Context: an optimization exercise on an open-source flow, tuned for small area, a short achievable clock period and few clock cycles per item. The choices shown serve that exercise and are no tape-out recipe.
In this exercise RTL edits were held to simulation tests only and were not proved equivalent to the original.

[flow/run.sh]
#!/bin/bash
# synth_recipe.tcl (not shown) runs the flow's synth.tcl, then flattens the netlist and writes it again
# the make line also repeats each setting of config.mk as NAME=value (left out here)
make -C /OpenROAD-flow-scripts/flow DESIGN_CONFIG=/design/flow/config.mk WORK_HOME=/design/flow/orfs CLKGATE_MAP_FILE= SYNTH_SCRIPT=/design/flow/synth_recipe.tcl finish
[flow/config.mk]
export PLATFORM = sky130hd
export DESIGN_NAME = systolic_array_top
export DESIGN_NICKNAME = systolic_array_top
export VERILOG_FILES = /design/flow/design.v
export SDC_FILE = /design/flow/constraint.sdc
export NUM_CORES = 4
export LEC_CHECK = 0
export CAP_MARGIN = 20
export CORE_MARGIN = 2
export CORE_UTILIZATION = 40
export SETUP_SLACK_MARGIN = 5
export SLEW_MARGIN = 20
[flow/constraint.sdc]
create_clock -name core_clock -period 10.0 [get_ports {clk}]
set_input_delay 2.0000 -clock core_clock [delete_from_list [all_inputs] [get_ports {clk}]]
set_output_delay 2.0000 -clock core_clock [all_outputs]
set_load 0.01 [all_outputs]
[flow/design.v]
module PE #(
    parameter logic [8:0] INV = 9'd0
) (
    input  logic [8:0]  one_in,
    input  logic [7:0]  two_in,
    input  logic [7:0]  neg_in,
    input  logic [15:0] b,
    input  logic        first,
    input  logic [31:0] s_q,
    input  logic [31:0] c_q,
    output logic [31:0] s_out,
    output logic [31:0] c_out
);
    localparam logic [31:0] START = 32'h00020000;
    logic [8:0]  one;
    logic [7:0]  two, neg;
    assign one = one_in ^ INV;
    assign two = two_in ^ INV[7:0];
    assign neg = neg_in ^ INV[7:0];
    logic [31:0] s_in, c_in;
    assign s_in = first ? START : s_q;
    assign c_in = first ? 32'd0 : c_q;
    logic y1, y2, y3, y4, y5, y6, y7, y8, y9, y10, y11, y12, y13, y14, y15, y16, y17, nn18, y19, y20, y21, y22, y23, y24, y25, y26, y27, y28, y29, y30, y31, y32, y33, y34, y35, nn36, y37, y38, y39, y40, y41, y42, y43, y44, y45, y46, y47, y48, y49, y50, y51, y52, y53, nn54, y55, y56, y57, y58, y59, y60, y61, y62, y63, y64, y65, y66, y67, y68, y69, y70, y71, nn72, y73, y74, y75, y76, y77, y78, y79, y80, y81, y82, y83, y84, y85, y86, y87, y88, y89, nn90, y91, y92, y93, y94, y95, y96, y97, y98, y99, y100, y101, y102, y103, y104, y105, y106, y107, nn108, y109, y110, y111, y112, y113, y114, y115, y116, y117, y118, y119, y120, y121, y122, y123, y124, y125, nn126, y127, y128, y129, y130, y131, y132, y133, y134, y135, y136, y137, y138, y139, y140, y141, y142, y143, nn144, y145, y146, y147, y148, y149, y150, y151, y152, y153, y154, y155, y156, y157, y158, y159, y160, hs161, hc162, hs163, hc164, fs165, fc166, hs167, hc168, fs169, fc170, hs171, hc172, fs173, fc174, fs175, fc176, fs177, fc178, fs179, fc180, fs181, fc182, hs183, hc184, fs185, fc186, hs187, hc188, fs189, fc190, hs191, hc192, hs193, hc194, hs195, hc196, fs197, fc198, hs199, hc200, fs201, fc202, hs203, hc204, fs205, fc206, fs207, fc208, hs209, hc210, fs211, fc212, fs213, fc214, hs215, hc216, fs217, fc218, fs219, fc220, fs221, fc222, fs223, fc224, fs225, fc226, fs227, fc228, fs229, fc230, fs231, fc232, fs233, fc234, fs235, fc236, fs237, fc238, fs239, fc240, fs241, fc242, fs243, fc244, fs245, fc246, fs247, fc248, fs249, fc250, fs251, fc252, fs253, fc254, fs255, fc256, fs257, fc258, fs259, fc260, fs261, fc262, fs263, fc264, fs265, fc266, fs267, fc268, fs269, fc270, fs271, fc272, fs273, fc274, fs275, fc276, fs277, fc278, fs279, fc280, fs281, fc282, fs283, fc284, fs285, fc286, hs287, hc288, fs289, fc290, fs291, fc292, fs293, fc294, hs295, hc296, fs297, fc298, hs299, hc300, hs301, hc302, hs303, hc304, fs305, fc306, hs307, hc308, fs309, fc310, hs311, hc312, fs313, fc314, fs315, fc316, fs317, fc318, fs319, fc320, fs321, fc322, fs323, fc324, fs325, fc326, fs327, fc328, fs329, fc330, fs331, fc332, fs333, fc334, fs335, fc336, fs337, fc338, fs339, fc340, fs341, fc342, fs343, fc344, fs345, fc346, fs347, fc348, fs349, fc350, fs351, fc352, fs353, fc354, fs355, fc356, fs357, fc358, fs359, fc360, fs361, fc362, fs363, fc364, fs365, fc366, fs367, fc368, fs369, fc370, fs371, fc372, fs373, fc374, fs375, fc376, fs377, fc378, fs379, fc380, fs381, fc382, fs383, fc384, fs385, fc386, fs387, fc388, fs389, fc390, fs391, fc392, fs393, fc394, fs395, fc396, fs397, fc398, fs399, fc400, fs401, fc402, fs403, fc404, fs405, fc406, hs407, hc408, fs409, fc410, hs411, hc412, hs413, hc414, hs415, hc416, fs417, fc418, fs419, fc420, fs421, fc422, fs423, fc424, fs425, fc426, fs427, fc428, fs429, fc430, fs431, fc432, fs433, fc434, fs435, fc436, fs437, fc438, fs439, fc440, fs441, fc442, fs443, fc444, fs445, fc446, fs447, fc448, fs449, fc450, fs451, fc452, fs453, fc454, fs455, fc456, fs457, fc458, fs459, fc460, fs461, fc462, fs463, fc464, fs465, fc466, fs467, fc468, fs469, fc470, fs471, fc472, fs473, fc474, fs475, fc476, hs477, hc478, fs479, fc480, fs481, fc482, fs483, fc484, fs485, fc486, fs487, fc488, fs489, fc490, fs491, fc492, fs493, fc494, fs495, fc496, fs497, fc498, fs499, fc500, fs501, fc502, fs503, fc504, fs505, fc506, fs507, fc508, fs509, fc510, fs511, fc512, fs513, fc514, fs515, fc516, fs517, fc518, fs519, fc520, fs521, fc522, fs523, fc524, fs525, fc526, fs527, fc528, fs529, fc530, fs531, fc532, fs533, fc534, fs535, fc536, fs537, fc538, fs539, fc540;
    assign y1 = (one[0] & b[0]) ^ neg[0];
    assign y2 = ((one[0] & b[1]) | (two[0] & b[0])) ^ neg[0];
    assign y3 = ((one[0] & b[2]) | (two[0] & b[1])) ^ neg[0];
    assign y4 = ((one[0] & b[3]) | (two[0] & b[2])) ^ neg[0];
    assign y5 = ((one[0] & b[4]) | (two[0] & b[3])) ^ neg[0];
    assign y6 = ((one[0] & b[5]) | (two[0] & b[4])) ^ neg[0];
    assign y7 = ((one[0] & b[6]) | (two[0] & b[5])) ^ neg[0];
    assign y8 = ((one[0] & b[7]) | (two[0] & b[6])) ^ neg[0];
    assign y9 = ((one[0] & b[8]) | (two[0] & b[7])) ^ neg[0];
    assign y10 = ((one[0] & b[9]) | (two[0] & b[8])) ^ neg[0];
    assign y11 = ((one[0] & b[10]) | (two[0] & b[9])) ^ neg[0];
    assign y12 = ((one[0] & b[11]) | (two[0] & b[10])) ^ neg[0];
    assign y13 = ((one[0] & b[12]) | (two[0] & b[11])) ^ neg[0];
    assign y14 = ((one[0] & b[13]) | (two[0] & b[12])) ^ neg[0];
    assign y15 = ((one[0] & b[14]) | (two[0] & b[13])) ^ neg[0];
    assign y16 = ((one[0] & b[15]) | (two[0] & b[14])) ^ neg[0];
    assign y17 = (two[0] & b[15]) ^ neg[0];
    assign nn18 = ~neg[0];
    assign y19 = (one[1] & b[0]) ^ neg[1];
    assign y20 = ((one[1] & b[1]) | (two[1] & b[0])) ^ neg[1];
    assign y21 = ((one[1] & b[2]) | (two[1] & b[1])) ^ neg[1];
    assign y22 = ((one[1] & b[3]) | (two[1] & b[2])) ^ neg[1];
    assign y23 = ((one[1] & b[4]) | (two[1] & b[3])) ^ neg[1];
    assign y24 = ((one[1] & b[5]) | (two[1] & b[4])) ^ neg[1];
    assign y25 = ((one[1] & b[6]) | (two[1] & b[5])) ^ neg[1];
    assign y26 = ((one[1] & b[7]) | (two[1] & b[6])) ^ neg[1];
    assign y27 = ((one[1] & b[8]) | (two[1] & b[7])) ^ neg[1];
    assign y28 = ((one[1] & b[9]) | (two[1] & b[8])) ^ neg[1];
    assign y29 = ((one[1] & b[10]) | (two[1] & b[9])) ^ neg[1];
    assign y30 = ((one[1] & b[11]) | (two[1] & b[10])) ^ neg[1];
    assign y31 = ((one[1] & b[12]) | (two[1] & b[11])) ^ neg[1];
    assign y32 = ((one[1] & b[13]) | (two[1] & b[12])) ^ neg[1];
    assign y33 = ((one[1] & b[14]) | (two[1] & b[13])) ^ neg[1];
    assign y34 = ((one[1] & b[15]) | (two[1] & b[14])) ^ neg[1];
    assign y35 = (two[1] & b[15]) ^ neg[1];
    assign nn36 = ~neg[1];
    assign y37 = (one[2] & b[0]) ^ neg[2];
    assign y38 = ((one[2] & b[1]) | (two[2] & b[0])) ^ neg[2];
    assign y39 = ((one[2] & b[2]) | (two[2] & b[1])) ^ neg[2];
    assign y40 = ((one[2] & b[3]) | (two[2] & b[2])) ^ neg[2];
    assign y41 = ((one[2] & b[4]) | (two[2] & b[3])) ^ neg[2];
    assign y42 = ((one[2] & b[5]) | (two[2] & b[4])) ^ neg[2];
    assign y43 = ((one[2] & b[6]) | (two[2] & b[5])) ^ neg[2];
    assign y44 = ((one[2] & b[7]) | (two[2] & b[6])) ^ neg[2];
    assign y45 = ((one[2] & b[8]) | (two[2] & b[7])) ^ neg[2];
    assign y46 = ((one[2] & b[9]) | (two[2] & b[8])) ^ neg[2];
    assign y47 = ((one[2] & b[10]) | (two[2] & b[9])) ^ neg[2];
    assign y48 = ((one[2] & b[11]) | (two[2] & b[10])) ^ neg[2];
    assign y49 = ((one[2] & b[12]) | (two[2] & b[11])) ^ neg[2];
    assign y50 = ((one[2] & b[13]) | (two[2] & b[12])) ^ neg[2];
    assign y51 = ((one[2] & b[14]) | (two[2] & b[13])) ^ neg[2];
    assign y52 = ((one[2] & b[15]) | (two[2] & b[14])) ^ neg[2];
    assign y53 = (two[2] & b[15]) ^ neg[2];
    assign nn54 = ~neg[2];
    assign y55 = (one[3] & b[0]) ^ neg[3];
    assign y56 = ((one[3] & b[1]) | (two[3] & b[0])) ^ neg[3];
    assign y57 = ((one[3] & b[2]) | (two[3] & b[1])) ^ neg[3];
    assign y58 = ((one[3] & b[3]) | (two[3] & b[2])) ^ neg[3];
    assign y59 = ((one[3] & b[4]) | (two[3] & b[3])) ^ neg[3];
    assign y60 = ((one[3] & b[5]) | (two[3] & b[4])) ^ neg[3];
    assign y61 = ((one[3] & b[6]) | (two[3] & b[5])) ^ neg[3];
    assign y62 = ((one[3] & b[7]) | (two[3] & b[6])) ^ neg[3];
    assign y63 = ((one[3] & b[8]) | (two[3] & b[7])) ^ neg[3];
    assign y64 = ((one[3] & b[9]) | (two[3] & b[8])) ^ neg[3];
    assign y65 = ((one[3] & b[10]) | (two[3] & b[9])) ^ neg[3];
    assign y66 = ((one[3] & b[11]) | (two[3] & b[10])) ^ neg[3];
    assign y67 = ((one[3] & b[12]) | (two[3] & b[11])) ^ neg[3];
    assign y68 = ((one[3] & b[13]) | (two[3] & b[12])) ^ neg[3];
    assign y69 = ((one[3] & b[14]) | (two[3] & b[13])) ^ neg[3];
    assign y70 = ((one[3] & b[15]) | (two[3] & b[14])) ^ neg[3];
    assign y71 = (two[3] & b[15]) ^ neg[3];
    assign nn72 = ~neg[3];
    assign y73 = (one[4] & b[0]) ^ neg[4];
    assign y74 = ((one[4] & b[1]) | (two[4] & b[0])) ^ neg[4];
    assign y75 = ((one[4] & b[2]) | (two[4] & b[1])) ^ neg[4];
    assign y76 = ((one[4] & b[3]) | (two[4] & b[2])) ^ neg[4];
    assign y77 = ((one[4] & b[4]) | (two[4] & b[3])) ^ neg[4];
    assign y78 = ((one[4] & b[5]) | (two[4] & b[4])) ^ neg[4];
    assign y79 = ((one[4] & b[6]) | (two[4] & b[5])) ^ neg[4];
    assign y80 = ((one[4] & b[7]) | (two[4] & b[6])) ^ neg[4];
    assign y81 = ((one[4] & b[8]) | (two[4] & b[7])) ^ neg[4];
    assign y82 = ((one[4] & b[9]) | (two[4] & b[8])) ^ neg[4];
    assign y83 = ((one[4] & b[10]) | (two[4] & b[9])) ^ neg[4];
    assign y84 = ((one[4] & b[11]) | (two[4] & b[10])) ^ neg[4];
    assign y85 = ((one[4] & b[12]) | (two[4] & b[11])) ^ neg[4];
    assign y86 = ((one[4] & b[13]) | (two[4] & b[12])) ^ neg[4];
    assign y87 = ((one[4] & b[14]) | (two[4] & b[13])) ^ neg[4];
    assign y88 = ((one[4] & b[15]) | (two[4] & b[14])) ^ neg[4];
    assign y89 = (two[4] & b[15]) ^ neg[4];
    assign nn90 = ~neg[4];
    assign y91 = (one[5] & b[0]) ^ neg[5];
    assign y92 = ((one[5] & b[1]) | (two[5] & b[0])) ^ neg[5];
    assign y93 = ((one[5] & b[2]) | (two[5] & b[1])) ^ neg[5];
    assign y94 = ((one[5] & b[3]) | (two[5] & b[2])) ^ neg[5];
    assign y95 = ((one[5] & b[4]) | (two[5] & b[3])) ^ neg[5];
    assign y96 = ((one[5] & b[5]) | (two[5] & b[4])) ^ neg[5];
    assign y97 = ((one[5] & b[6]) | (two[5] & b[5])) ^ neg[5];
    assign y98 = ((one[5] & b[7]) | (two[5] & b[6])) ^ neg[5];
    assign y99 = ((one[5] & b[8]) | (two[5] & b[7])) ^ neg[5];
    assign y100 = ((one[5] & b[9]) | (two[5] & b[8])) ^ neg[5];
    assign y101 = ((one[5] & b[10]) | (two[5] & b[9])) ^ neg[5];
    assign y102 = ((one[5] & b[11]) | (two[5] & b[10])) ^ neg[5];
    assign y103 = ((one[5] & b[12]) | (two[5] & b[11])) ^ neg[5];
    assign y104 = ((one[5] & b[13]) | (two[5] & b[12])) ^ neg[5];
    assign y105 = ((one[5] & b[14]) | (two[5] & b[13])) ^ neg[5];
    assign y106 = ((one[5] & b[15]) | (two[5] & b[14])) ^ neg[5];
    assign y107 = (two[5] & b[15]) ^ neg[5];
    assign nn108 = ~neg[5];
    assign y109 = (one[6] & b[0]) ^ neg[6];
    assign y110 = ((one[6] & b[1]) | (two[6] & b[0])) ^ neg[6];
    assign y111 = ((one[6] & b[2]) | (two[6] & b[1])) ^ neg[6];
    assign y112 = ((one[6] & b[3]) | (two[6] & b[2])) ^ neg[6];
    assign y113 = ((one[6] & b[4]) | (two[6] & b[3])) ^ neg[6];
    assign y114 = ((one[6] & b[5]) | (two[6] & b[4])) ^ neg[6];
    assign y115 = ((one[6] & b[6]) | (two[6] & b[5])) ^ neg[6];
    assign y116 = ((one[6] & b[7]) | (two[6] & b[6])) ^ neg[6];
    assign y117 = ((one[6] & b[8]) | (two[6] & b[7])) ^ neg[6];
    assign y118 = ((one[6] & b[9]) | (two[6] & b[8])) ^ neg[6];
    assign y119 = ((one[6] & b[10]) | (two[6] & b[9])) ^ neg[6];
    assign y120 = ((one[6] & b[11]) | (two[6] & b[10])) ^ neg[6];
    assign y121 = ((one[6] & b[12]) | (two[6] & b[11])) ^ neg[6];
    assign y122 = ((one[6] & b[13]) | (two[6] & b[12])) ^ neg[6];
    assign y123 = ((one[6] & b[14]) | (two[6] & b[13])) ^ neg[6];
    assign y124 = ((one[6] & b[15]) | (two[6] & b[14])) ^ neg[6];
    assign y125 = (two[6] & b[15]) ^ neg[6];
    assign nn126 = ~neg[6];
    assign y127 = (one[7] & b[0]) ^ neg[7];
    assign y128 = ((one[7] & b[1]) | (two[7] & b[0])) ^ neg[7];
    assign y129 = ((one[7] & b[2]) | (two[7] & b[1])) ^ neg[7];
    assign y130 = ((one[7] & b[3]) | (two[7] & b[2])) ^ neg[7];
    assign y131 = ((one[7] & b[4]) | (two[7] & b[3])) ^ neg[7];
    assign y132 = ((one[7] & b[5]) | (two[7] & b[4])) ^ neg[7];
    assign y133 = ((one[7] & b[6]) | (two[7] & b[5])) ^ neg[7];
    assign y134 = ((one[7] & b[7]) | (two[7] & b[6])) ^ neg[7];
    assign y135 = ((one[7] & b[8]) | (two[7] & b[7])) ^ neg[7];
    assign y136 = ((one[7] & b[9]) | (two[7] & b[8])) ^ neg[7];
    assign y137 = ((one[7] & b[10]) | (two[7] & b[9])) ^ neg[7];
    assign y138 = ((one[7] & b[11]) | (two[7] & b[10])) ^ neg[7];
    assign y139 = ((one[7] & b[12]) | (two[7] & b[11])) ^ neg[7];
    assign y140 = ((one[7] & b[13]) | (two[7] & b[12])) ^ neg[7];
    assign y141 = ((one[7] & b[14]) | (two[7] & b[13])) ^ neg[7];
    assign y142 = ((one[7] & b[15]) | (two[7] & b[14])) ^ neg[7];
    assign y143 = (two[7] & b[15]) ^ neg[7];
    assign nn144 = ~neg[7];
    assign y145 = one[8] & b[0];
    assign y146 = one[8] & b[1];
    assign y147 = one[8] & b[2];
    assign y148 = one[8] & b[3];
    assign y149 = one[8] & b[4];
    assign y150 = one[8] & b[5];
    assign y151 = one[8] & b[6];
    assign y152 = one[8] & b[7];
    assign y153 = one[8] & b[8];
    assign y154 = one[8] & b[9];
    assign y155 = one[8] & b[10];
    assign y156 = one[8] & b[11];
    assign y157 = one[8] & b[12];
    assign y158 = one[8] & b[13];
    assign y159 = one[8] & b[14];
    assign y160 = one[8] & b[15];
    assign hs161 = y13 ^ y29;
    assign hc162 = y13 & y29;
    assign hs163 = y14 ^ y30;
    assign hc164 = y14 & y30;
    assign fs165 = y15 ^ y31 ^ y47;
    assign fc166 = (y15 & y31) | (y15 & y47) | (y31 & y47);
    assign hs167 = y63 ^ y79;
    assign hc168 = y63 & y79;
    assign fs169 = y16 ^ y32 ^ y48;
    assign fc170 = (y16 & y32) | (y16 & y48) | (y32 & y48);
    assign hs171 = y64 ^ y80;
    assign hc172 = y64 & y80;
    assign fs173 = y17 ^ y33 ^ y49;
    assign fc174 = (y17 & y33) | (y17 & y49) | (y33 & y49);
    assign fs175 = y65 ^ y81 ^ y97;
    assign fc176 = (y65 & y81) | (y65 & y97) | (y81 & y97);
    assign fs177 = nn18 ^ y34 ^ y50;
    assign fc178 = (nn18 & y34) | (nn18 & y50) | (y34 & y50);
    assign fs179 = y66 ^ y82 ^ y98;
    assign fc180 = (y66 & y82) | (y66 & y98) | (y82 & y98);
    assign fs181 = y35 ^ y51 ^ y67;
    assign fc182 = (y35 & y51) | (y35 & y67) | (y51 & y67);
    assign hs183 = y83 ^ y99;
    assign hc184 = y83 & y99;
    assign fs185 = nn36 ^ y52 ^ y68;
    assign fc186 = (nn36 & y52) | (nn36 & y68) | (y52 & y68);
    assign hs187 = y84 ^ y100;
    assign hc188 = y84 & y100;
    assign fs189 = y53 ^ y69 ^ y85;
    assign fc190 = (y53 & y69) | (y53 & y85) | (y69 & y85);
    assign hs191 = nn54 ^ y70;
    assign hc192 = nn54 & y70;
    assign hs193 = y7 ^ y23;
    assign hc194 = y7 & y23;
    assign hs195 = y8 ^ y24;
    assign hc196 = y8 & y24;
    assign fs197 = y9 ^ y25 ^ y41;
    assign fc198 = (y9 & y25) | (y9 & y41) | (y25 & y41);
    assign hs199 = y57 ^ y73;
    assign hc200 = y57 & y73;
    assign fs201 = y10 ^ y26 ^ y42;
    assign fc202 = (y10 & y26) | (y10 & y42) | (y26 & y42);
    assign hs203 = y58 ^ y74;
    assign hc204 = y58 & y74;
    assign fs205 = y11 ^ y27 ^ y43;
    assign fc206 = (y11 & y27) | (y11 & y43) | (y27 & y43);
    assign fs207 = y59 ^ y75 ^ y91;
    assign fc208 = (y59 & y75) | (y59 & y91) | (y75 & y91);
    assign hs209 = neg[5] ^ s_in[10];
    assign hc210 = neg[5] & s_in[10];
    assign fs211 = y12 ^ y28 ^ y44;
    assign fc212 = (y12 & y28) | (y12 & y44) | (y28 & y44);
    assign fs213 = y60 ^ y76 ^ y92;
    assign fc214 = (y60 & y76) | (y60 & y92) | (y76 & y92);
    assign hs215 = s_in[11] ^ c_in[11];
    assign hc216 = s_in[11] & c_in[11];
    assign fs217 = hs161 ^ y45 ^ y61;
    assign fc218 = (hs161 & y45) | (hs161 & y61) | (y45 & y61);
    assign fs219 = y77 ^ y93 ^ y109;
    assign fc220 = (y77 & y93) | (y77 & y109) | (y93 & y109);
    assign fs221 = neg[6] ^ s_in[12] ^ c_in[12];
    assign fc222 = (neg[6] & s_in[12]) | (neg[6] & c_in[12]) | (s_in[12] & c_in[12]);
    assign fs223 = hs163 ^ y46 ^ y62;
    assign fc224 = (hs163 & y46) | (hs163 & y62) | (y46 & y62);
    assign fs225 = y78 ^ y94 ^ y110;
    assign fc226 = (y78 & y94) | (y78 & y110) | (y94 & y110);
    assign fs227 = s_in[13] ^ c_in[13] ^ hc162;
    assign fc228 = (s_in[13] & c_in[13]) | (s_in[13] & hc162) | (c_in[13] & hc162);
    assign fs229 = fs165 ^ hs167 ^ y95;
    assign fc230 = (fs165 & hs167) | (fs165 & y95) | (hs167 & y95);
    assign fs231 = y111 ^ y127 ^ neg[7];
    assign fc232 = (y111 & y127) | (y111 & neg[7]) | (y127 & neg[7]);
    assign fs233 = s_in[14] ^ c_in[14] ^ hc164;
    assign fc234 = (s_in[14] & c_in[14]) | (s_in[14] & hc164) | (c_in[14] & hc164);
    assign fs235 = fs169 ^ hs171 ^ y96;
    assign fc236 = (fs169 & hs171) | (fs169 & y96) | (hs171 & y96);
    assign fs237 = y112 ^ y128 ^ s_in[15];
    assign fc238 = (y112 & y128) | (y112 & s_in[15]) | (y128 & s_in[15]);
    assign fs239 = c_in[15] ^ fc166 ^ hc168;
    assign fc240 = (c_in[15] & fc166) | (c_in[15] & hc168) | (fc166 & hc168);
    assign fs241 = fs173 ^ fs175 ^ y113;
    assign fc242 = (fs173 & fs175) | (fs173 & y113) | (fs175 & y113);
    assign fs243 = y129 ^ y145 ^ s_in[16];
    assign fc244 = (y129 & y145) | (y129 & s_in[16]) | (y145 & s_in[16]);
    assign fs245 = c_in[16] ^ fc170 ^ hc172;
    assign fc246 = (c_in[16] & fc170) | (c_in[16] & hc172) | (fc170 & hc172);
    assign fs247 = fs177 ^ fs179 ^ y114;
    assign fc248 = (fs177 & fs179) | (fs177 & y114) | (fs179 & y114);
    assign fs249 = y130 ^ y146 ^ s_in[17];
    assign fc250 = (y130 & y146) | (y130 & s_in[17]) | (y146 & s_in[17]);
    assign fs251 = c_in[17] ^ fc174 ^ fc176;
    assign fc252 = (c_in[17] & fc174) | (c_in[17] & fc176) | (fc174 & fc176);
    assign fs253 = fs181 ^ hs183 ^ y115;
    assign fc254 = (fs181 & hs183) | (fs181 & y115) | (hs183 & y115);
    assign fs255 = y131 ^ y147 ^ s_in[18];
    assign fc256 = (y131 & y147) | (y131 & s_in[18]) | (y147 & s_in[18]);
    assign fs257 = c_in[18] ^ fc178 ^ fc180;
    assign fc258 = (c_in[18] & fc178) | (c_in[18] & fc180) | (fc178 & fc180);
    assign fs259 = fs185 ^ hs187 ^ y116;
    assign fc260 = (fs185 & hs187) | (fs185 & y116) | (hs187 & y116);
    assign fs261 = y132 ^ y148 ^ s_in[19];
    assign fc262 = (y132 & y148) | (y132 & s_in[19]) | (y148 & s_in[19]);
    assign fs263 = c_in[19] ^ fc182 ^ hc184;
    assign fc264 = (c_in[19] & fc182) | (c_in[19] & hc184) | (fc182 & hc184);
    assign fs265 = fs189 ^ y101 ^ y117;
    assign fc266 = (fs189 & y101) | (fs189 & y117) | (y101 & y117);
    assign fs267 = y133 ^ y149 ^ s_in[20];
    assign fc268 = (y133 & y149) | (y133 & s_in[20]) | (y149 & s_in[20]);
    assign fs269 = c_in[20] ^ fc186 ^ hc188;
    assign fc270 = (c_in[20] & fc186) | (c_in[20] & hc188) | (fc186 & hc188);
    assign fs271 = hs191 ^ y86 ^ y102;
    assign fc272 = (hs191 & y86) | (hs191 & y102) | (y86 & y102);
    assign fs273 = y118 ^ y134 ^ y150;
    assign fc274 = (y118 & y134) | (y118 & y150) | (y134 & y150);
    assign fs275 = s_in[21] ^ c_in[21] ^ fc190;
    assign fc276 = (s_in[21] & c_in[21]) | (s_in[21] & fc190) | (c_in[21] & fc190);
    assign fs277 = y71 ^ y87 ^ y103;
    assign fc278 = (y71 & y87) | (y71 & y103) | (y87 & y103);
    assign fs279 = y119 ^ y135 ^ y151;
    assign fc280 = (y119 & y135) | (y119 & y151) | (y135 & y151);
    assign fs281 = s_in[22] ^ c_in[22] ^ hc192;
    assign fc282 = (s_in[22] & c_in[22]) | (s_in[22] & hc192) | (c_in[22] & hc192);
    assign fs283 = nn72 ^ y88 ^ y104;
    assign fc284 = (nn72 & y88) | (nn72 & y104) | (y88 & y104);
    assign fs285 = y120 ^ y136 ^ y152;
    assign fc286 = (y120 & y136) | (y120 & y152) | (y136 & y152);
    assign hs287 = s_in[23] ^ c_in[23];
    assign hc288 = s_in[23] & c_in[23];
    assign fs289 = y89 ^ y105 ^ y121;
    assign fc290 = (y89 & y105) | (y89 & y121) | (y105 & y121);
    assign fs291 = y137 ^ y153 ^ s_in[24];
    assign fc292 = (y137 & y153) | (y137 & s_in[24]) | (y153 & s_in[24]);
    assign fs293 = nn90 ^ y106 ^ y122;
    assign fc294 = (nn90 & y106) | (nn90 & y122) | (y106 & y122);
    assign hs295 = y138 ^ y154;
    assign hc296 = y138 & y154;
    assign fs297 = y107 ^ y123 ^ y139;
    assign fc298 = (y107 & y123) | (y107 & y139) | (y123 & y139);
    assign hs299 = nn108 ^ y124;
    assign hc300 = nn108 & y124;
    assign hs301 = y3 ^ y19;
    assign hc302 = y3 & y19;
    assign hs303 = y4 ^ y20;
    assign hc304 = y4 & y20;
    assign fs305 = y5 ^ y21 ^ y37;
    assign fc306 = (y5 & y21) | (y5 & y37) | (y21 & y37);
    assign hs307 = neg[2] ^ s_in[4];
    assign hc308 = neg[2] & s_in[4];
    assign fs309 = y6 ^ y22 ^ y38;
    assign fc310 = (y6 & y22) | (y6 & y38) | (y22 & y38);
    assign hs311 = s_in[5] ^ c_in[5];
    assign hc312 = s_in[5] & c_in[5];
    assign fs313 = hs193 ^ y39 ^ y55;
    assign fc314 = (hs193 & y39) | (hs193 & y55) | (y39 & y55);
    assign fs315 = neg[3] ^ s_in[6] ^ c_in[6];
    assign fc316 = (neg[3] & s_in[6]) | (neg[3] & c_in[6]) | (s_in[6] & c_in[6]);
    assign fs317 = hs195 ^ y40 ^ y56;
    assign fc318 = (hs195 & y40) | (hs195 & y56) | (y40 & y56);
    assign fs319 = s_in[7] ^ c_in[7] ^ hc194;
    assign fc320 = (s_in[7] & c_in[7]) | (s_in[7] & hc194) | (c_in[7] & hc194);
    assign fs321 = fs197 ^ hs199 ^ neg[4];
    assign fc322 = (fs197 & hs199) | (fs197 & neg[4]) | (hs199 & neg[4]);
    assign fs323 = s_in[8] ^ c_in[8] ^ hc196;
    assign fc324 = (s_in[8] & c_in[8]) | (s_in[8] & hc196) | (c_in[8] & hc196);
    assign fs325 = fs201 ^ hs203 ^ s_in[9];
    assign fc326 = (fs201 & hs203) | (fs201 & s_in[9]) | (hs203 & s_in[9]);
    assign fs327 = c_in[9] ^ fc198 ^ hc200;
    assign fc328 = (c_in[9] & fc198) | (c_in[9] & hc200) | (fc198 & hc200);
    assign fs329 = fs205 ^ fs207 ^ hs209;
    assign fc330 = (fs205 & fs207) | (fs205 & hs209) | (fs207 & hs209);
    assign fs331 = c_in[10] ^ fc202 ^ hc204;
    assign fc332 = (c_in[10] & fc202) | (c_in[10] & hc204) | (fc202 & hc204);
    assign fs333 = fs211 ^ fs213 ^ hs215;
    assign fc334 = (fs211 & fs213) | (fs211 & hs215) | (fs213 & hs215);
    assign fs335 = fc206 ^ fc208 ^ hc210;
    assign fc336 = (fc206 & fc208) | (fc206 & hc210) | (fc208 & hc210);
    assign fs337 = fs217 ^ fs219 ^ fs221;
    assign fc338 = (fs217 & fs219) | (fs217 & fs221) | (fs219 & fs221);
    assign fs339 = fc212 ^ fc214 ^ hc216;
    assign fc340 = (fc212 & fc214) | (fc212 & hc216) | (fc214 & hc216);
    assign fs341 = fs223 ^ fs225 ^ fs227;
    assign fc342 = (fs223 & fs225) | (fs223 & fs227) | (fs225 & fs227);
    assign fs343 = fc218 ^ fc220 ^ fc222;
    assign fc344 = (fc218 & fc220) | (fc218 & fc222) | (fc220 & fc222);
    assign fs345 = fs229 ^ fs231 ^ fs233;
    assign fc346 = (fs229 & fs231) | (fs229 & fs233) | (fs231 & fs233);
    assign fs347 = fc224 ^ fc226 ^ fc228;
    assign fc348 = (fc224 & fc226) | (fc224 & fc228) | (fc226 & fc228);
    assign fs349 = fs235 ^ fs237 ^ fs239;
    assign fc350 = (fs235 & fs237) | (fs235 & fs239) | (fs237 & fs239);
    assign fs351 = fc230 ^ fc232 ^ fc234;
    assign fc352 = (fc230 & fc232) | (fc230 & fc234) | (fc232 & fc234);
    assign fs353 = fs241 ^ fs243 ^ fs245;
    assign fc354 = (fs241 & fs243) | (fs241 & fs245) | (fs243 & fs245);
    assign fs355 = fc236 ^ fc238 ^ fc240;
    assign fc356 = (fc236 & fc238) | (fc236 & fc240) | (fc238 & fc240);
    assign fs357 = fs247 ^ fs249 ^ fs251;
    assign fc358 = (fs247 & fs249) | (fs247 & fs251) | (fs249 & fs251);
    assign fs359 = fc242 ^ fc244 ^ fc246;
    assign fc360 = (fc242 & fc244) | (fc242 & fc246) | (fc244 & fc246);
    assign fs361 = fs253 ^ fs255 ^ fs257;
    assign fc362 = (fs253 & fs255) | (fs253 & fs257) | (fs255 & fs257);
    assign fs363 = fc248 ^ fc250 ^ fc252;
    assign fc364 = (fc248 & fc250) | (fc248 & fc252) | (fc250 & fc252);
    assign fs365 = fs259 ^ fs261 ^ fs263;
    assign fc366 = (fs259 & fs261) | (fs259 & fs263) | (fs261 & fs263);
    assign fs367 = fc254 ^ fc256 ^ fc258;
    assign fc368 = (fc254 & fc256) | (fc254 & fc258) | (fc256 & fc258);
    assign fs369 = fs265 ^ fs267 ^ fs269;
    assign fc370 = (fs265 & fs267) | (fs265 & fs269) | (fs267 & fs269);
    assign fs371 = fc260 ^ fc262 ^ fc264;
    assign fc372 = (fc260 & fc262) | (fc260 & fc264) | (fc262 & fc264);
    assign fs373 = fs271 ^ fs273 ^ fs275;
    assign fc374 = (fs271 & fs273) | (fs271 & fs275) | (fs273 & fs275);
    assign fs375 = fc266 ^ fc268 ^ fc270;
    assign fc376 = (fc266 & fc268) | (fc266 & fc270) | (fc268 & fc270);
    assign fs377 = fs277 ^ fs279 ^ fs281;
    assign fc378 = (fs277 & fs279) | (fs277 & fs281) | (fs279 & fs281);
    assign fs379 = fc272 ^ fc274 ^ fc276;
    assign fc380 = (fc272 & fc274) | (fc272 & fc276) | (fc274 & fc276);
    assign fs381 = fs283 ^ fs285 ^ hs287;
    assign fc382 = (fs283 & fs285) | (fs283 & hs287) | (fs285 & hs287);
    assign fs383 = fc278 ^ fc280 ^ fc282;
    assign fc384 = (fc278 & fc280) | (fc278 & fc282) | (fc280 & fc282);
    assign fs385 = fs289 ^ fs291 ^ c_in[24];
    assign fc386 = (fs289 & fs291) | (fs289 & c_in[24]) | (fs291 & c_in[24]);
    assign fs387 = fc284 ^ fc286 ^ hc288;
    assign fc388 = (fc284 & fc286) | (fc284 & hc288) | (fc286 & hc288);
    assign fs389 = fs293 ^ hs295 ^ s_in[25];
    assign fc390 = (fs293 & hs295) | (fs293 & s_in[25]) | (hs295 & s_in[25]);
    assign fs391 = c_in[25] ^ fc290 ^ fc292;
    assign fc392 = (c_in[25] & fc290) | (c_in[25] & fc292) | (fc290 & fc292);
    assign fs393 = fs297 ^ y155 ^ s_in[26];
    assign fc394 = (fs297 & y155) | (fs297 & s_in[26]) | (y155 & s_in[26]);
    assign fs395 = c_in[26] ^ fc294 ^ hc296;
    assign fc396 = (c_in[26] & fc294) | (c_in[26] & hc296) | (fc294 & hc296);
    assign fs397 = hs299 ^ y140 ^ y156;
    assign fc398 = (hs299 & y140) | (hs299 & y156) | (y140 & y156);
    assign fs399 = s_in[27] ^ c_in[27] ^ fc298;
    assign fc400 = (s_in[27] & c_in[27]) | (s_in[27] & fc298) | (c_in[27] & fc298);
    assign fs401 = y125 ^ y141 ^ y157;
    assign fc402 = (y125 & y141) | (y125 & y157) | (y141 & y157);
    assign fs403 = s_in[28] ^ c_in[28] ^ hc300;
    assign fc404 = (s_in[28] & c_in[28]) | (s_in[28] & hc300) | (c_in[28] & hc300);
    assign fs405 = nn126 ^ y142 ^ y158;
    assign fc406 = (nn126 & y142) | (nn126 & y158) | (y142 & y158);
    assign hs407 = s_in[29] ^ c_in[29];
    assign hc408 = s_in[29] & c_in[29];
    assign fs409 = y143 ^ y159 ^ s_in[30];
    assign fc410 = (y143 & y159) | (y143 & s_in[30]) | (y159 & s_in[30]);
    assign hs411 = nn144 ^ y160;
    assign hc412 = nn144 & y160;
    assign hs413 = y1 ^ neg[0];
    assign hc414 = y1 & neg[0];
    assign hs415 = y2 ^ s_in[1];
    assign hc416 = y2 & s_in[1];
    assign fs417 = hs301 ^ neg[1] ^ s_in[2];
    assign fc418 = (hs301 & neg[1]) | (hs301 & s_in[2]) | (neg[1] & s_in[2]);
    assign fs419 = hs303 ^ s_in[3] ^ c_in[3];
    assign fc420 = (hs303 & s_in[3]) | (hs303 & c_in[3]) | (s_in[3] & c_in[3]);
    assign fs421 = fs305 ^ hs307 ^ c_in[4];
    assign fc422 = (fs305 & hs307) | (fs305 & c_in[4]) | (hs307 & c_in[4]);
    assign fs423 = fs309 ^ hs311 ^ fc306;
    assign fc424 = (fs309 & hs311) | (fs309 & fc306) | (hs311 & fc306);
    assign fs425 = fs313 ^ fs315 ^ fc310;
    assign fc426 = (fs313 & fs315) | (fs313 & fc310) | (fs315 & fc310);
    assign fs427 = fs317 ^ fs319 ^ fc314;
    assign fc428 = (fs317 & fs319) | (fs317 & fc314) | (fs319 & fc314);
    assign fs429 = fs321 ^ fs323 ^ fc318;
    assign fc430 = (fs321 & fs323) | (fs321 & fc318) | (fs323 & fc318);
    assign fs431 = fs325 ^ fs327 ^ fc322;
    assign fc432 = (fs325 & fs327) | (fs325 & fc322) | (fs327 & fc322);
    assign fs433 = fs329 ^ fs331 ^ fc326;
    assign fc434 = (fs329 & fs331) | (fs329 & fc326) | (fs331 & fc326);
    assign fs435 = fs333 ^ fs335 ^ fc330;
    assign fc436 = (fs333 & fs335) | (fs333 & fc330) | (fs335 & fc330);
    assign fs437 = fs337 ^ fs339 ^ fc334;
    assign fc438 = (fs337 & fs339) | (fs337 & fc334) | (fs339 & fc334);
    assign fs439 = fs341 ^ fs343 ^ fc338;
    assign fc440 = (fs341 & fs343) | (fs341 & fc338) | (fs343 & fc338);
    assign fs441 = fs345 ^ fs347 ^ fc342;
    assign fc442 = (fs345 & fs347) | (fs345 & fc342) | (fs347 & fc342);
    assign fs443 = fs349 ^ fs351 ^ fc346;
    assign fc444 = (fs349 & fs351) | (fs349 & fc346) | (fs351 & fc346);
    assign fs445 = fs353 ^ fs355 ^ fc350;
    assign fc446 = (fs353 & fs355) | (fs353 & fc350) | (fs355 & fc350);
    assign fs447 = fs357 ^ fs359 ^ fc354;
    assign fc448 = (fs357 & fs359) | (fs357 & fc354) | (fs359 & fc354);
    assign fs449 = fs361 ^ fs363 ^ fc358;
    assign fc450 = (fs361 & fs363) | (fs361 & fc358) | (fs363 & fc358);
    assign fs451 = fs365 ^ fs367 ^ fc362;
    assign fc452 = (fs365 & fs367) | (fs365 & fc362) | (fs367 & fc362);
    assign fs453 = fs369 ^ fs371 ^ fc366;
    assign fc454 = (fs369 & fs371) | (fs369 & fc366) | (fs371 & fc366);
    assign fs455 = fs373 ^ fs375 ^ fc370;
    assign fc456 = (fs373 & fs375) | (fs373 & fc370) | (fs375 & fc370);
    assign fs457 = fs377 ^ fs379 ^ fc374;
    assign fc458 = (fs377 & fs379) | (fs377 & fc374) | (fs379 & fc374);
    assign fs459 = fs381 ^ fs383 ^ fc378;
    assign fc460 = (fs381 & fs383) | (fs381 & fc378) | (fs383 & fc378);
    assign fs461 = fs385 ^ fs387 ^ fc382;
    assign fc462 = (fs385 & fs387) | (fs385 & fc382) | (fs387 & fc382);
    assign fs463 = fs389 ^ fs391 ^ fc386;
    assign fc464 = (fs389 & fs391) | (fs389 & fc386) | (fs391 & fc386);
    assign fs465 = fs393 ^ fs395 ^ fc390;
    assign fc466 = (fs393 & fs395) | (fs393 & fc390) | (fs395 & fc390);
    assign fs467 = fs397 ^ fs399 ^ fc394;
    assign fc468 = (fs397 & fs399) | (fs397 & fc394) | (fs399 & fc394);
    assign fs469 = fs401 ^ fs403 ^ fc398;
    assign fc470 = (fs401 & fs403) | (fs401 & fc398) | (fs403 & fc398);
    assign fs471 = fs405 ^ hs407 ^ fc402;
    assign fc472 = (fs405 & hs407) | (fs405 & fc402) | (hs407 & fc402);
    assign fs473 = fs409 ^ c_in[30] ^ fc406;
    assign fc474 = (fs409 & c_in[30]) | (fs409 & fc406) | (c_in[30] & fc406);
    assign fs475 = hs411 ^ s_in[31] ^ c_in[31];
    assign fc476 = (hs411 & s_in[31]) | (hs411 & c_in[31]) | (s_in[31] & c_in[31]);
    assign hs477 = hs413 ^ s_in[0];
    assign hc478 = hs413 & s_in[0];
    assign fs479 = hs415 ^ c_in[1] ^ hc414;
    assign fc480 = (hs415 & c_in[1]) | (hs415 & hc414) | (c_in[1] & hc414);
    assign fs481 = fs417 ^ c_in[2] ^ hc416;
    assign fc482 = (fs417 & c_in[2]) | (fs417 & hc416) | (c_in[2] & hc416);
    assign fs483 = fs419 ^ hc302 ^ fc418;
    assign fc484 = (fs419 & hc302) | (fs419 & fc418) | (hc302 & fc418);
    assign fs485 = fs421 ^ hc304 ^ fc420;
    assign fc486 = (fs421 & hc304) | (fs421 & fc420) | (hc304 & fc420);
    assign fs487 = fs423 ^ hc308 ^ fc422;
    assign fc488 = (fs423 & hc308) | (fs423 & fc422) | (hc308 & fc422);
    assign fs489 = fs425 ^ hc312 ^ fc424;
    assign fc490 = (fs425 & hc312) | (fs425 & fc424) | (hc312 & fc424);
    assign fs491 = fs427 ^ fc316 ^ fc426;
    assign fc492 = (fs427 & fc316) | (fs427 & fc426) | (fc316 & fc426);
    assign fs493 = fs429 ^ fc320 ^ fc428;
    assign fc494 = (fs429 & fc320) | (fs429 & fc428) | (fc320 & fc428);
    assign fs495 = fs431 ^ fc324 ^ fc430;
    assign fc496 = (fs431 & fc324) | (fs431 & fc430) | (fc324 & fc430);
    assign fs497 = fs433 ^ fc328 ^ fc432;
    assign fc498 = (fs433 & fc328) | (fs433 & fc432) | (fc328 & fc432);
    assign fs499 = fs435 ^ fc332 ^ fc434;
    assign fc500 = (fs435 & fc332) | (fs435 & fc434) | (fc332 & fc434);
    assign fs501 = fs437 ^ fc336 ^ fc436;
    assign fc502 = (fs437 & fc336) | (fs437 & fc436) | (fc336 & fc436);
    assign fs503 = fs439 ^ fc340 ^ fc438;
    assign fc504 = (fs439 & fc340) | (fs439 & fc438) | (fc340 & fc438);
    assign fs505 = fs441 ^ fc344 ^ fc440;
    assign fc506 = (fs441 & fc344) | (fs441 & fc440) | (fc344 & fc440);
    assign fs507 = fs443 ^ fc348 ^ fc442;
    assign fc508 = (fs443 & fc348) | (fs443 & fc442) | (fc348 & fc442);
    assign fs509 = fs445 ^ fc352 ^ fc444;
    assign fc510 = (fs445 & fc352) | (fs445 & fc444) | (fc352 & fc444);
    assign fs511 = fs447 ^ fc356 ^ fc446;
    assign fc512 = (fs447 & fc356) | (fs447 & fc446) | (fc356 & fc446);
    assign fs513 = fs449 ^ fc360 ^ fc448;
    assign fc514 = (fs449 & fc360) | (fs449 & fc448) | (fc360 & fc448);
    assign fs515 = fs451 ^ fc364 ^ fc450;
    assign fc516 = (fs451 & fc364) | (fs451 & fc450) | (fc364 & fc450);
    assign fs517 = fs453 ^ fc368 ^ fc452;
    assign fc518 = (fs453 & fc368) | (fs453 & fc452) | (fc368 & fc452);
    assign fs519 = fs455 ^ fc372 ^ fc454;
    assign fc520 = (fs455 & fc372) | (fs455 & fc454) | (fc372 & fc454);
    assign fs521 = fs457 ^ fc376 ^ fc456;
    assign fc522 = (fs457 & fc376) | (fs457 & fc456) | (fc376 & fc456);
    assign fs523 = fs459 ^ fc380 ^ fc458;
    assign fc524 = (fs459 & fc380) | (fs459 & fc458) | (fc380 & fc458);
    assign fs525 = fs461 ^ fc384 ^ fc460;
    assign fc526 = (fs461 & fc384) | (fs461 & fc460) | (fc384 & fc460);
    assign fs527 = fs463 ^ fc388 ^ fc462;
    assign fc528 = (fs463 & fc388) | (fs463 & fc462) | (fc388 & fc462);
    assign fs529 = fs465 ^ fc392 ^ fc464;
    assign fc530 = (fs465 & fc392) | (fs465 & fc464) | (fc392 & fc464);
    assign fs531 = fs467 ^ fc396 ^ fc466;
    assign fc532 = (fs467 & fc396) | (fs467 & fc466) | (fc396 & fc466);
    assign fs533 = fs469 ^ fc400 ^ fc468;
    assign fc534 = (fs469 & fc400) | (fs469 & fc468) | (fc400 & fc468);
    assign fs535 = fs471 ^ fc404 ^ fc470;
    assign fc536 = (fs471 & fc404) | (fs471 & fc470) | (fc404 & fc470);
    assign fs537 = fs473 ^ hc408 ^ fc472;
    assign fc538 = (fs473 & hc408) | (fs473 & fc472) | (hc408 & fc472);
    assign fs539 = fs475 ^ fc410 ^ fc474;
    assign fc540 = (fs475 & fc410) | (fs475 & fc474) | (fc410 & fc474);
    assign s_out = {fs539, fs537, fs535, fs533, fs531, fs529, fs527, fs525, fs523, fs521, fs519, fs517, fs515, fs513, fs511, fs509, fs507, fs505, fs503, fs501, fs499, fs497, fs495, fs493, fs491, fs489, fs487, fs485, fs483, fs481, fs479, hs477};
    assign c_out = {fc538, fc536, fc534, fc532, fc530, fc528, fc526, fc524, fc522, fc520, fc518, fc516, fc514, fc512, fc510, fc508, fc506, fc504, fc502, fc500, fc498, fc496, fc494, fc492, fc490, fc488, fc486, fc484, fc482, fc480, hc478, c_in[0]};
endmodule
module systolic_array (
    input  logic        clk,
    input  logic        first,
    input  logic [8:0]  one_p, one_n,
    input  logic [7:0]  two_p, two_n,
    input  logic [7:0]  neg_p, neg_n,
    input  logic [47:0] b,
    output logic [95:0] sum
);
    logic [2:0][31:0] s_q, c_q, s_d, c_d;
    PE #(.INV(9'b000000000)) pe0 (
        .one_in(one_p), .two_in(two_p), .neg_in(neg_p), .b(b[15:0]),
        .first(first), .s_q(s_q[0]), .c_q(c_q[0]), .s_out(s_d[0]), .c_out(c_d[0])
    );
    PE #(.INV(9'b111111111)) pe1 (
        .one_in(one_n), .two_in(two_n), .neg_in(neg_n), .b(b[31:16]),
        .first(first), .s_q(s_q[1]), .c_q(c_q[1]), .s_out(s_d[1]), .c_out(c_d[1])
    );
    PE #(.INV(9'b010101010)) pe2 (
        .one_in((one_p & 9'b101010101) | (one_n & 9'b010101010)),
        .two_in((two_p & 8'b01010101) | (two_n & 8'b10101010)),
        .neg_in((neg_p & 8'b01010101) | (neg_n & 8'b10101010)),
        .b(b[47:32]),
        .first(first), .s_q(s_q[2]), .c_q(c_q[2]), .s_out(s_d[2]), .c_out(c_d[2])
    );
    always_ff @(posedge clk) begin
        s_q <= s_d;
        c_q <= c_d;
        for (int j = 0; j < 3; j++) sum[32*j +: 32] <= s_q[j] + c_q[j];
    end
endmodule
module systolic_array_top #(
    parameter DATAWIDTH = 16,
    parameter N_SIZE = 3
) (
    input  logic clk,
    input  logic rst_n,
    input  logic valid_in,
    input  logic [N_SIZE*DATAWIDTH-1:0] matrix_a_in,    
    input  logic [N_SIZE*DATAWIDTH-1:0] matrix_b_in,    
    output logic valid_out,
    output logic [N_SIZE*DATAWIDTH*2-1:0] matrix_c_out
);
    logic [3:0] cnt;
    logic       first;      
    always_ff @(posedge clk, negedge rst_n) begin
        if (!rst_n) begin
            cnt       <= 4'd0;
            first     <= 1'b0;
            valid_out <= 1'b0;
        end else begin
            if (cnt == 4'd0) begin
                if (valid_in) cnt <= 4'd1;
            end else if (cnt != 4'd11) begin
                cnt <= cnt + 4'd1;
            end
            first     <= (cnt == 4'd0 && valid_in) || cnt == 4'd3 || cnt == 4'd6;
            valid_out <= cnt == 4'd4 || cnt == 4'd7 || cnt == 4'd10;
        end
    end
    logic [15:0]      a_next;
    logic [16:0]      a_pad;
    logic [2:0][15:0] a1, a2;
    logic [2:0][47:0] b;
    logic [8:0]       one, one_n;
    logic [7:0]       two, neg, two_n, neg_n;
    assign a_next = valid_in ? matrix_a_in[15:0] : a1[2];
    assign a_pad  = {a_next, 1'b0};
    always_ff @(posedge clk) begin
        for (int i = 0; i < 8; i++) begin
            one[i] <= a_pad[2*i+1] ^ a_pad[2*i];
            two[i] <= (a_pad[2*i+2] & ~a_pad[2*i+1] & ~a_pad[2*i])
                    | (~a_pad[2*i+2] & a_pad[2*i+1] & a_pad[2*i]);
            neg[i] <= a_pad[2*i+2];
        end
        one[8] <= a_next[15];
        for (int i = 0; i < 8; i++) begin
            one_n[i] <= ~(a_pad[2*i+1] ^ a_pad[2*i]);
            two_n[i] <= ~((a_pad[2*i+2] & ~a_pad[2*i+1] & ~a_pad[2*i])
                        | (~a_pad[2*i+2] & a_pad[2*i+1] & a_pad[2*i]));
            neg_n[i] <= ~a_pad[2*i+2];
        end
        one_n[8] <= ~a_next[15];
        a1[0] <= valid_in ? matrix_a_in[31:16] : a2[2];
        a1[1] <= a1[0];
        a1[2] <= a1[1];
        a2[0] <= matrix_a_in[47:32];
        a2[1] <= a2[0];
        a2[2] <= a2[1];
        b[0]  <= valid_in ? matrix_b_in : b[2];
        b[1]  <= b[0];
        b[2]  <= b[1];
    end
    systolic_array u_array (
        .clk  (clk),
        .first(first),
        .one_p(one),
        .one_n(one_n),
        .two_p(two),
        .two_n(two_n),
        .neg_p(neg),
        .neg_n(neg_n),
        .b    (b[0]),
        .sum  (matrix_c_out)
    );
endmodule
==> out/results.txt, run 1 <==
The flow ran to the end and the layout has no timing, DRC or antenna violations. The worst setup path is captured at a register. Primary flip-flop cell chosen by synthesis mapping: sky130_fd_sc_hd__dfxtp_1. Pin placement for this block handled 196 I/O pins. The run gives 3 as the deepest clock path buffer count.

Data on the critical path arrives at its endpoint at 5.07 ns. The average instance in the mapped netlist occupies 10.3 µm². Global routing finished with a remaining overflow of 0.

The cell repeated most along the worst path is sky130_fd_sc_hd__fa_1. For the number of global-route vias before repair, the log shows 27900. Summed over all failing endpoints, the final setup total negative slack is 0 ns. The tools report the die area as 99200 µm².

The kind of cell adding the most delay to the critical path is adder cells. The root buffer cell is sky130_fd_sc_hd__clkbuf_16. STA classifies the critical path startpoint as a register.

Walking the worst path, the cells encountered are buf_4, buf_4, nor2b_1, fa_1, fa_1, inv_1, fa_1, inv_1, fa_1. The tools report the required time of the worst setup path as 10.53 ns. Synthesis produced a netlist whose cell count is 3742. The HPWL after detailed placement is 76700 µm. The largest fanout on the critical path was 91; the clock-pin slew reported for the worst setup and hold paths after clock tree synthesis was 0.06 ns. The synthesized design contains 0 enable-type register cells. Along the worst hold path, the cell count comes to 0. Leaving out fill and tap cells, the most frequent cell in the layout is sky130_fd_sc_hd__dfxtp_1. Across all layers, the routed design uses 26400 vias.

In this run, post-CTS repair resized a total of 0 instances. The count of hold-fix buffers inserted at cts came out at 0. The number of failing hold endpoints at the final stage is 0, and the minimum period implied by the final worst setup slack is 4.54 ns.

The number of pins with negative max-slew slack in the final report was 0. For the worst flop-to-flop path, the logic depth is 9. After synthesis the cells add up to 38700 µm².

The final critical path takes up 45.4% of the cycle. The run gives 1901 as the count of routing violations after the opening detailed-route iteration. Of the post-synthesis cell area, the part taken by muxes is 2.43%.

The transition time at the pin with the least slew margin was 1.09 ns; the number of synthesized register bits was 579. Average wire per cell in the routed design: 20.3 µm. The vertical die dimension was 315 µm. The number of iterations in the first detailed-routing pass was 6.

Of the total synthesized cell area, the portion taken by AND, OR, NAND and NOR gates is 6.78%. The run gives 0 as the setup-violating endpoint count in the final report.

Count of buffer and inverter cells on the critical path: 4. For the starting utilization of the core area, the log shows 40.2%. The area growth from synthesis to layout is 13.6%.

Leaving out fill and tap cells, the most frequent cells in the layout are 562 x sky130_fd_sc_hd__dfxtp_1, 526 x sky130_fd_sc_hd__inv_1, 489 x sky130_fd_sc_hd__fa_1. The H-tree generated during clock tree synthesis spans 3 levels. Yosys printed 2 warnings.

Dividing the detail-routed via count by the number of cells gives 5.14. The delay of the slowest cell on the worst path came out at 1.03 ns. Across the routed clock network, the largest skew measured is 0.0399 ns.

After detailed placement, the total cell area comes to 41600 µm². The overall track demand over capacity in global routing was 21.4%; the last weighted congestion value of the routability-driven placer was 0.878. The number of nets in the synthesized netlist was 4494; the async set-or-reset flop fraction in the synthesized netlist was 1.04%. TritonCTS built the clock tree.

After synthesis, the largest family of logic cells by area is adder cells. The routed design has 104000 µm of wire. The detail route stage leaves a number of antenna-violating nets equal to 0.

Headroom to the max-slew limit came out at 27.1%. The number of buffers created by CTS is 70. The worst setup path category was register to register.

Cells fill 45.6% of the core in the end. Summing all non-filler instances in the final layout gives an area of 43900 µm². The wire length of the first global-routing pass is 164000 µm.

Summing the areas of all compound-gate instances in the mapped netlist gives 11.1% of the synthesized area. The xor and xnor fraction of the mapped netlist area was 11.4%; the area share of fa/ha/maj cells after synthesis was 30.6%. The tools report the maximum number of pins on one net before global-route repair as 92.

The logs give 30.0% for the part of the Yosys area used for sequential elements and 0.65 ns for the later-pin clock latency in the skew report. The total of buffers placed on input and output ports was 195. Post-CTS repair timing setup buffer count: 0. The floorplan step set the die width to 315 µm. For the number of distinct library cell variants in the gate-level netlist after synthesis, the log shows 70. Setup repair after global routing left no endpoint under its margin. The initial antenna violation count came out at 2. Of the cells placed in the final design, the portion with a size suffix greater than 1 is 6.50%. Number of max-cap violations: 0. Path category of the worst min-delay check: register to register.

The number of logic stages on the critical path including buffering was 9; the floorplan row count was 114. The post-layout net count was 4556. The tree built by TritonCTS fans out to 579 sinks. For the maximum operating frequency, the log shows 0.220 GHz. For this run, design rule violations remaining after detail routing come to 0. The slowest library cell on the worst path is sky130_fd_sc_hd__dfrtp_4. The floorplan step defined a core boundary enclosing 96300 µm².

The number of antenna diodes in the final layout is 0.
[Yosys cell counts (4+ instances only)]
| cell | instances | share of area (%) |
|---|---|---|
| sky130_fd_sc_hd__o21ai_1 | 26 | 0.34 |
| sky130_fd_sc_hd__o21bai_1 | 7 | 0.14 |
| sky130_fd_sc_hd__a21o_1 | 40 | 0.78 |
| sky130_fd_sc_hd__inv_1 | 526 | 5.1 |
| sky130_fd_sc_hd__nand4_1 | 12 | 0.19 |
| sky130_fd_sc_hd__and2_1 | 15 | 0.24 |
| sky130_fd_sc_hd__fa_1 | 489 | 25 |
| sky130_fd_sc_hd__ha_1 | 164 | 5.3 |
| sky130_fd_sc_hd__a31oi_1 | 9 | 0.15 |
| sky130_fd_sc_hd__nor2_1 | 89 | 0.86 |
| sky130_fd_sc_hd__xor2_1 | 68 | 1.5 |
| sky130_fd_sc_hd__clkinv_1 | 4 | 0.039 |
| sky130_fd_sc_hd__nand2b_1 | 94 | 1.5 |
| sky130_fd_sc_hd__nor2b_1 | 113 | 1.8 |
| sky130_fd_sc_hd__nor3_1 | 10 | 0.13 |
| sky130_fd_sc_hd__buf_1 | 26 | 0.25 |
| sky130_fd_sc_hd__and3_1 | 9 | 0.15 |
| sky130_fd_sc_hd__inv_2 | 11 | 0.11 |
| sky130_fd_sc_hd__dfrtp_1 | 6 | 0.39 |
| sky130_fd_sc_hd__clkbuf_1 | 209 | 2.0 |
| sky130_fd_sc_hd__o22ai_1 | 180 | 2.9 |
| sky130_fd_sc_hd__nand3_1 | 30 | 0.39 |
| sky130_fd_sc_hd__a21boi_1 | 5 | 0.097 |
| sky130_fd_sc_hd__mux2_2 | 67 | 2.0 |
| sky130_fd_sc_hd__o211ai_1 | 5 | 0.097 |
| sky130_fd_sc_hd__nand2_1 | 110 | 1.1 |
| sky130_fd_sc_hd__a211oi_1 | 12 | 0.23 |
| sky130_fd_sc_hd__a21oi_1 | 95 | 1.2 |
| sky130_fd_sc_hd__a22oi_1 | 183 | 3.6 |
| sky130_fd_sc_hd__mux2i_1 | 17 | 0.44 |
| sky130_fd_sc_hd__dfxtp_1 | 573 | 30 |
| sky130_fd_sc_hd__xnor2_1 | 435 | 9.9 |
| sky130_fd_sc_hd__o21ai_0 | 27 | 0.35 |
| sky130_fd_sc_hd__o21a_1 | 16 | 0.31 |
| sky130_fd_sc_hd__nor4_1 | 4 | 0.065 |
[registers in the layout (all words and copies together), names as in the netlist, 4 cells and up]
register / count
neg: 7
u_array.s_q: 96
one_n: 9
u_array.sum: 96
two: 8
b: 144
cnt: 4
a2: 48
u_array.c_q: 93
two_n: 8
one: 9
neg_n: 7
a1: 48
[metal layers]
layer	GRT usage (%)	routed length [µm]	vias up
li1	-	-	12100
met1	28.4	44500	13100
met2	35.4	49500	926
met3	4.00	7230	198
met4	6.71	3130	0
met5	0	0	-
[per-stage QoR]
stage / setup WS, ns / hold slack (ns) / cells
after floorplan: 5.86 / 0.310 / 3742
after global placement: 5.42 / 0.310 / 5008
after detailed placement: 5.38 / 0.312 / 5008
after CTS: 5.42 / 0.309 / 5137
after global routing: 5.18 / 0.325 / 5137
final: 5.46 / 0.302 / 5137
[cell type report]
| cell class | instances | area, µm² |
|---|---|---|
| Multi-Input combinational cell | 2384 | 24100 |
| Clock buffer | 93 | 1950 |
| Tap cell | 1276 | 1600 |
| Sequential cell | 579 | 11600 |
| Inverter | 541 | 2030 |
| Timing Repair Buffer | 228 | 2200 |
| Clock inverter | 36 | 414 |
| Fill cell | 9054 | 52300 |
[cell families after synthesis]
logic type,Yosys count
AND/OR/NAND/NOR,503
adder cells (fa/ha/maj),653
AO/OA/AOI/OAI,640
flip-flops,579
buffers and inverters,779
XOR/XNOR,503
multiplexers,85
[worst paths after layout]
check | from | endpoint | slack [ns]
worst max register to register | first | u_array.s_q[12] | 5.46
worst max-delay path | first | u_array.s_q[12] | 5.46
worst min register to register | a1[20] | a1[36] | 0.30
worst min-delay path | a1[20] | a1[36] | 0.30
min in group asynchronous | rst_n | valid_out | 1.62
max in group asynchronous | rst_n | first | 8.10
Testbench counts, summed over its fixed seeds: cycles 3,840, items 320.
==> inputs of run 2 (changes only) <==
==> flow/flow/run.sh (new file) <==
#!/bin/bash
# The standard layout, with timing repair aiming at a 3.5 ns period (setup
# margin 6.5 ns on the 10 ns clock) instead of the 10 ns period itself.
set -euo pipefail
bash standard.sh finish SETUP_SLACK_MARGIN=6.5 > flow.log 2>&1
==> flow/standard.sh (new file) <==
#!/bin/bash
# synth_recipe.tcl (not shown) runs the flow's synth.tcl, then flattens the netlist and writes it again
# the make line also repeats each setting of config.mk as NAME=value (left out here)
make -C /OpenROAD-flow-scripts/flow DESIGN_CONFIG=/design/flow/config.mk WORK_HOME=/design/flow/orfs CLKGATE_MAP_FILE= SYNTH_SCRIPT=/design/flow/synth_recipe.tcl "${@:-finish}"
--- a/flow/config.mk
+++ b/flow/config.mk
@@ -9,4 +9,3 @@
 export CORE_MARGIN = 2
 export CORE_UTILIZATION = 40
-export SETUP_SLACK_MARGIN = 5
 export SLEW_MARGIN = 20
removed: flow/run.sh
==> run 2 against run 1 <==
Still clean. Cell count grew 4.5%. Design area grew 11%. Setup slack gained 0.77 ns. Register-to-register slack gained 0.77 ns. Synthesized cell count is the same. Synthesized area is the same. Via count grew 8.1%. Critical endpoint is now u_array.s_q[17].
==> out/results.txt, run 2 <==
The run finished with no timing, DRC or antenna violations. The core area is 96300 µm² (unchanged), and the number of levels in the clock H-tree is 3 (unchanged). The clock-pin slew reported for the worst setup and hold paths after clock tree synthesis was 0.07 ns (about the same); the starting utilization of the core area was 40.2% (unchanged).

The tools report the floorplan row count as 114 (unchanged). The transition time at the pin with the least slew margin was 0.629 ns (-0.464 ns). The number of remaining DRC errors came out at 0 (unchanged).

The largest fanout on the critical path was 6 (-93%). For the count of hold-fix buffers inserted at cts, the log shows 0 (unchanged). The count of routing violations after the opening detailed-route iteration was 2485 (+31%). In the layout the commonest cells are 485 x sky130_fd_sc_hd__dfxtp_1, 464 x sky130_fd_sc_hd__inv_1, 430 x sky130_fd_sc_hd__fa_1. The count of nets left with antenna violations after detail routing is 0 (unchanged), and the HPWL after detailed placement is 76200 µm (-0.71%). The overall track demand over capacity in global routing came out at 23.5% (+2.1 points).

The area share of fa/ha/maj cells after synthesis works out to 30.6% (unchanged). The logs give 3 (unchanged) for the deepest clock path buffer count and 0.870 (-0.89%) for the last weighted congestion value of the routability-driven placer. STA classifies the critical path endpoint as a register.

Register name with the most flops: b. The total of buffers placed on input and output ports was 195 (unchanged); the number of placed I/O pins was 196 (unchanged). By area, the combinational part of the netlist is dominated by adder cells. The logs give 48600 µm² (+11%) for the cell area after layout and 0 (unchanged) for the global route total overflow. The run gives 5009 (+0.020%) as the cell total after placement. Initial antenna violation count: 4 (+2). The setup path with the least slack is of type register to register. The maximum operating frequency was 0.265 GHz (+20%).

The number of buffers created by CTS came out at 69 (-1.4%). The startpoint identified for the worst hold timing path is a1[21]. The flip-flop and latch area is 11900 µm² (+2.1%), and the worst slack at placement is 5.36 ns (-0.0249 ns).

The total number of vias is 28500 (+8.1%). Number of pins with negative max-slew slack in the final report: 0 (unchanged). The average wire per cell in the routed design was 22.5 µm (+11%). For the number of global-route vias before repair, the log shows 29200 (+4.7%). The top cell type's share of synthesized area came out at 29.7% (unchanged). For the total negative slack, the log shows 0 ns (unchanged).

The path category of the worst min-delay check is register to register. The later-pin clock latency in the skew report was 0.66 ns (about the same). The warning count from the yosys run came out at 2 (unchanged).

The area fraction in compound gates after synthesis is 11.1% (unchanged), and the number of max-cap violations is 0 (unchanged). Final cycle utilization of the critical path: 37.7% (-7.7 points). The startpoint identified for the worst register-to-register timing path is two[2]. The flip-flop count of the largest register after layout was 144 (unchanged); the post-layout net count was 4786 (+5.0%). Sorting the synthesized cells by area gives the leading types as sky130_fd_sc_hd__dfxtp_1 30%, sky130_fd_sc_hd__fa_1 25%, sky130_fd_sc_hd__xnor2_1 9.9%, sky130_fd_sc_hd__ha_1 5.3%, sky130_fd_sc_hd__inv_1 5.1%. The tools report the total standard cell area after synthesis as 38700 µm² (unchanged).

The number of distinct library cell variants in the gate-level netlist after synthesis was 70 (unchanged); the basic-gate share of the synthesized area counting and, or, nand and nor cells was 6.78% (unchanged). The number of iterations in the first detailed-routing pass is 7 (+1). Setup repair after global routing could not meet its margin everywhere. The setup slack after layout is 6.23 ns (+0.770 ns). The xor and xnor fraction of the mapped netlist area is 11.4% (unchanged). The tools report the count of filler cells inserted in the layout as 8503 (-6.1%). The arrival time at the worst endpoint was 4.31 ns (-0.76 ns). The cell count after synthesis came out at 3742 (unchanged). The worst hold path terminates at a1[37].

Synthesized area per cell: 10.3 µm² (unchanged). The vertical die dimension is 315 µm (unchanged). The setup slack of the worst register-to-register path is 6.23 ns (+0.77 ns).

sky130_fd_sc_hd__dfxtp_1 is the most common cell in the netlist. The number of nets in the synthesized netlist is 4494 (unchanged), and the wire length of the first global-routing pass is 177000 µm (+8.3%). The area added between synthesis and finish was 25.7%.
-- run 2: worst max path at each step --
stage           start               to  slack [ns]  cells past startpoint
3_5_place_dp    first  u_array.s_q[12]        5.36                      9
6_report       two[2]  u_array.s_q[17]        6.23                     10
3_3_place_gp    first  u_array.s_q[12]        5.47                      9
4_1_cts         b[27]  u_array.s_q[44]        6.36                     12
5_1_grt        two[2]  u_array.s_q[17]        6.18                     10
2_1_floorplan   b[43]  u_array.s_q[78]        6.45                     11
-- run 2: metrics by stage --
step | utilization [%]
after floorplan | -
after global placement | 43.2
after detailed placement | 43.2
after global routing | 50.5
after CTS | 48.6
final | 50.5
-- run 2: kinds of logic (layout without fill, tap and decap cells) --
logic type / Yosys count / count (layout)
simple gates: 503 / 503
buf+inv: 779 / 1126
fa+ha+maj: 653 / 653
other cells: 0 / 2
mux: 85 / 85
compound gates: 640 / 640
xor+xnor: 503 / 503
flops: 579 / 579
-- run 2: area by class of cell --
type / instances / share of cell area, %
Clock buffer: 86 / 3.91
Multi-Input combinational cell: 2384 / 52.1
Tap cell: 1276 / 3.28
Inverter: 541 / 4.45
Timing Repair inverter: 3 / 0.0437
Sequential cell: 579 / 24.4
Clock inverter: 40 / 1.21
Antenna cell: 2 / 0.0103
Timing Repair Buffer: 456 / 10.6
-- run 2: per-layer routing --
metal	GRT usage (%)	wire, µm	part of all wire [%]
met2	37.5	54600	45
met4	8.94	5320	4.4
met5	0	23	0.019
met1	30.9	48500	40
met3	5.62	12100	10
-- run 2: worst max-delay path, cell delays in order (launching register included) --
cell and delay, ns:
sky130_fd_sc_hd__dfxtp_4 0.37, sky130_fd_sc_hd__buf_12 0.13, sky130_fd_sc_hd__buf_16 0.13, sky130_fd_sc_hd__buf_6 0.11, sky130_fd_sc_hd__a22oi_2 0.24, sky130_fd_sc_hd__xnor2_2 0.18, sky130_fd_sc_hd__fa_2 0.53, sky130_fd_sc_hd__fa_2 0.56
sky130_fd_sc_hd__fa_1 0.43, sky130_fd_sc_hd__fa_2 0.56, sky130_fd_sc_hd__fa_2 0.41
-- run 2: timing repair --
action	4_1_cts	5_1_grt
gates resized for setup	396	261
cloned	19	6
endpoints found under the hold margin	0	0
buffers inserted	137	68
pin swaps	140	213
setup endpoints to repair	263	117

[separate check: timing with driven ports]
Ports are ideal in the flow. The routed layouts listed here were re-timed in OpenROAD.
Step 1 assumes that a clkbuf_16 drives the clock port and a buf_2 every other input.
Step 2 moves the port delays by t, midway between the first and last clock arrival at a register: inputs arrive t later, outputs are due t later. That takes back most of the time a late clock gives input paths.
a / b / c = ideal ports / drivers / drivers and shift; a / b = the first two.
run	shift t [ns]	setup slack, ns	worst slew at a driven data input, ns	cell pins on the clock port's net
run 1	0.697	5.456 / 5.456 / 5.456	0.10	1
run 2	0.707	6.226 / 6.226 / 5.914	0.08	1
After both steps setup and hold are still met in every run listed. For run 2, which loses most, drivers alone change the setup slack by 0.000 ns; drivers and shift together by -0.312 ns.
